Background: an optimization exercise with open tools, aiming at small area and a short achievable clock period. Do not read the settings as production practice. RTL that was checked went through simulation tests only; none was proved equivalent to the original. Power and IR drop assume default switching activity.

==> module RegisterFile, before the edit <==
module RegisterFile(
    input clk,
    input reset,
    input write_enable,                 
    input [3:0] write_addr,
    input [15:0] write_data,
    input exec_we,                      
    input [3:0] exec_addr,
    input [3:0] next_read_addr1,
    input [3:0] next_read_addr2,
    output [15:0] read_data1,
    output [15:0] read_data2
);
    reg [15:0] registers [0:12];
    reg [12:0] valid;
    reg [12:0] sel1, sel2;
    reg fwd1, fwd2;
    wire [12:0] wsel;
    wire [12:0] valid_next = valid | wsel;
    wire fwd1_next = exec_we && (exec_addr == next_read_addr1) && (next_read_addr1 < 4'd13);
    wire fwd2_next = exec_we && (exec_addr == next_read_addr2) && (next_read_addr2 < 4'd13);
    genvar i;
    generate
        for (i = 0; i < 13; i = i + 1) begin : g_reg
            assign wsel[i] = write_enable && (write_addr == i);
            always @(posedge clk)
                if (wsel[i]) registers[i] <= write_data;
        end
    endgenerate
    always @(posedge clk or posedge reset) begin
        if (reset) valid <= 13'b0;
        else       valid <= valid_next;
    end
    always @(posedge clk) begin
        sel1 <= Decode13(next_read_addr1) & valid_next & {13{~fwd1_next}};
        sel2 <= Decode13(next_read_addr2) & valid_next & {13{~fwd2_next}};
        fwd1 <= fwd1_next;
        fwd2 <= fwd2_next;
    end
    function [12:0] Decode13(input [3:0] a);
        integer k;
        begin
            for (k = 0; k < 13; k = k + 1)
                Decode13[k] = (a == k);
        end
    endfunction
    RegRead rd1(.s(sel1), .f(fwd1), .fdata(write_data),
                .r0(registers[0]), .r1(registers[1]), .r2(registers[2]), .r3(registers[3]),
                .r4(registers[4]), .r5(registers[5]), .r6(registers[6]), .r7(registers[7]),
                .r8(registers[8]), .r9(registers[9]), .r10(registers[10]), .r11(registers[11]),
                .r12(registers[12]), .data(read_data1));
    RegRead rd2(.s(sel2), .f(fwd2), .fdata(write_data),
                .r0(registers[0]), .r1(registers[1]), .r2(registers[2]), .r3(registers[3]),
                .r4(registers[4]), .r5(registers[5]), .r6(registers[6]), .r7(registers[7]),
                .r8(registers[8]), .r9(registers[9]), .r10(registers[10]), .r11(registers[11]),
                .r12(registers[12]), .data(read_data2));
endmodule
Settings: LEC_CHECK=0, CAP_MARGIN=20, CORE_MARGIN=2, CORE_UTILIZATION=55, SLEW_MARGIN=20; clock period 27.0 ns.
standard.sh (not shown) runs the stock make flow with config.mk's settings and CLKGATE_MAP_FILE= SYNTH_SCRIPT=/design/flow/synth_recipe.tcl, a recipe that flattens the netlist after the stock synthesis.
==> flow/flow/run.sh <==
#!/bin/bash
# Layout flow: the standard flow (standard synthesis included, unchanged),
# with two changes to how the layout is made:
#  - the timing repair is asked for more setup slack than the constraint
#    needs (flow/setup_margin.txt, ns), so that it sizes and buffers the
#    critical paths towards a shorter period;
#  - clock tree synthesis gets the arguments in flow/cts_args.txt.
# The clock period and constraints are the standard flow's own (constraint.sdc).
set -euo pipefail
MARGIN=$(cat flow/setup_margin.txt)
CTS=$(cat flow/cts_args.txt)
bash standard.sh SETUP_SLACK_MARGIN="$MARGIN" CTS_ARGS="$CTS" finish > standard_flow.log 2>&1
==> flow/flow/cts_args.txt <==
-sink_clustering_enable -repair_clock_nets -dont_use_dummy_load -sink_clustering_size 24 -sink_clustering_max_diameter 90
==> flow/flow/setup_margin.txt <==
19.8
Edit:
--- a/flow/design.v
+++ b/flow/design.v
@@ -512,12 +512,13 @@
     reg [12:0] sel1, sel2;
     reg fwd1, fwd2;
     wire [12:0] wsel;
     wire [12:0] valid_next = valid | wsel;
     wire fwd1_next = exec_we && (exec_addr == next_read_addr1) && (next_read_addr1 < 4'd13);
     wire fwd2_next = exec_we && (exec_addr == next_read_addr2) && (next_read_addr2 < 4'd13);
+    wire [12:0] readable = valid_next & ~(Decode13(exec_addr) & {13{exec_we}});
     genvar i;
     generate
         for (i = 0; i < 13; i = i + 1) begin : g_reg
             assign wsel[i] = write_enable && (write_addr == i);
             always @(posedge clk)
                 if (wsel[i]) registers[i] <= write_data;
@@ -525,14 +526,14 @@
     endgenerate
     always @(posedge clk or posedge reset) begin
         if (reset) valid <= 13'b0;
         else       valid <= valid_next;
     end
     always @(posedge clk) begin
-        sel1 <= Decode13(next_read_addr1) & valid_next & {13{~fwd1_next}};
-        sel2 <= Decode13(next_read_addr2) & valid_next & {13{~fwd2_next}};
+        sel1 <= Decode13(next_read_addr1) & readable;
+        sel2 <= Decode13(next_read_addr2) & readable;
         fwd1 <= fwd1_next;
         fwd2 <= fwd2_next;
     end
     function [12:0] Decode13(input [3:0] a);
         integer k;
         begin
After rerunning: Non-clock buffer count rises by 36; via count grows by 0.62%; clock power is lower by about 2%; sequential share of layout area goes down by 0.26 points; fmax drops by about 0.6%; total power decreases by 1.4%; die area hardly moves; first-iteration DRC count went down by about 10%; cell count does not change; sequential cell count is unchanged; worst hold slack degrades by 0.017 ns; core utilization is higher by 1.3 points; synthesized area stays flat.
For the second run of this note, only the layout was checked, not whether the RTL still works.

separate check: timing with driven ports:
In the flow no input, the clock included, has a driving cell. The finished layouts below were timed again as built, in two steps.
Step 1 assumes that a clkbuf_16 drives the clock port and a buf_2 every other input.
Step 2 also shifts input and output timing later by t, the mid clock arrival at the registers, as if the neighbouring blocks saw the same clock.
a / b / c = ideal ports / drivers / drivers and shift; a / b = the first two.
| run | t (ns) | setup WS [ns] | worst data-port slew with drivers (ns) | cell pins on the clock port's net |
|---|---|---|---|---|
| the first run | 0.619 | 19.915 / 19.853 / 19.258 | 0.12 | 1 |
| the second run | 0.617 | 19.870 / 19.811 / 19.592 | 0.11 | 1 |
After both steps setup and hold are still met in every run listed. The setup slack of the first run, which loses most, moves by -0.062 ns with the drivers and by -0.657 ns with both steps. Setup slack includes reset recovery checks.
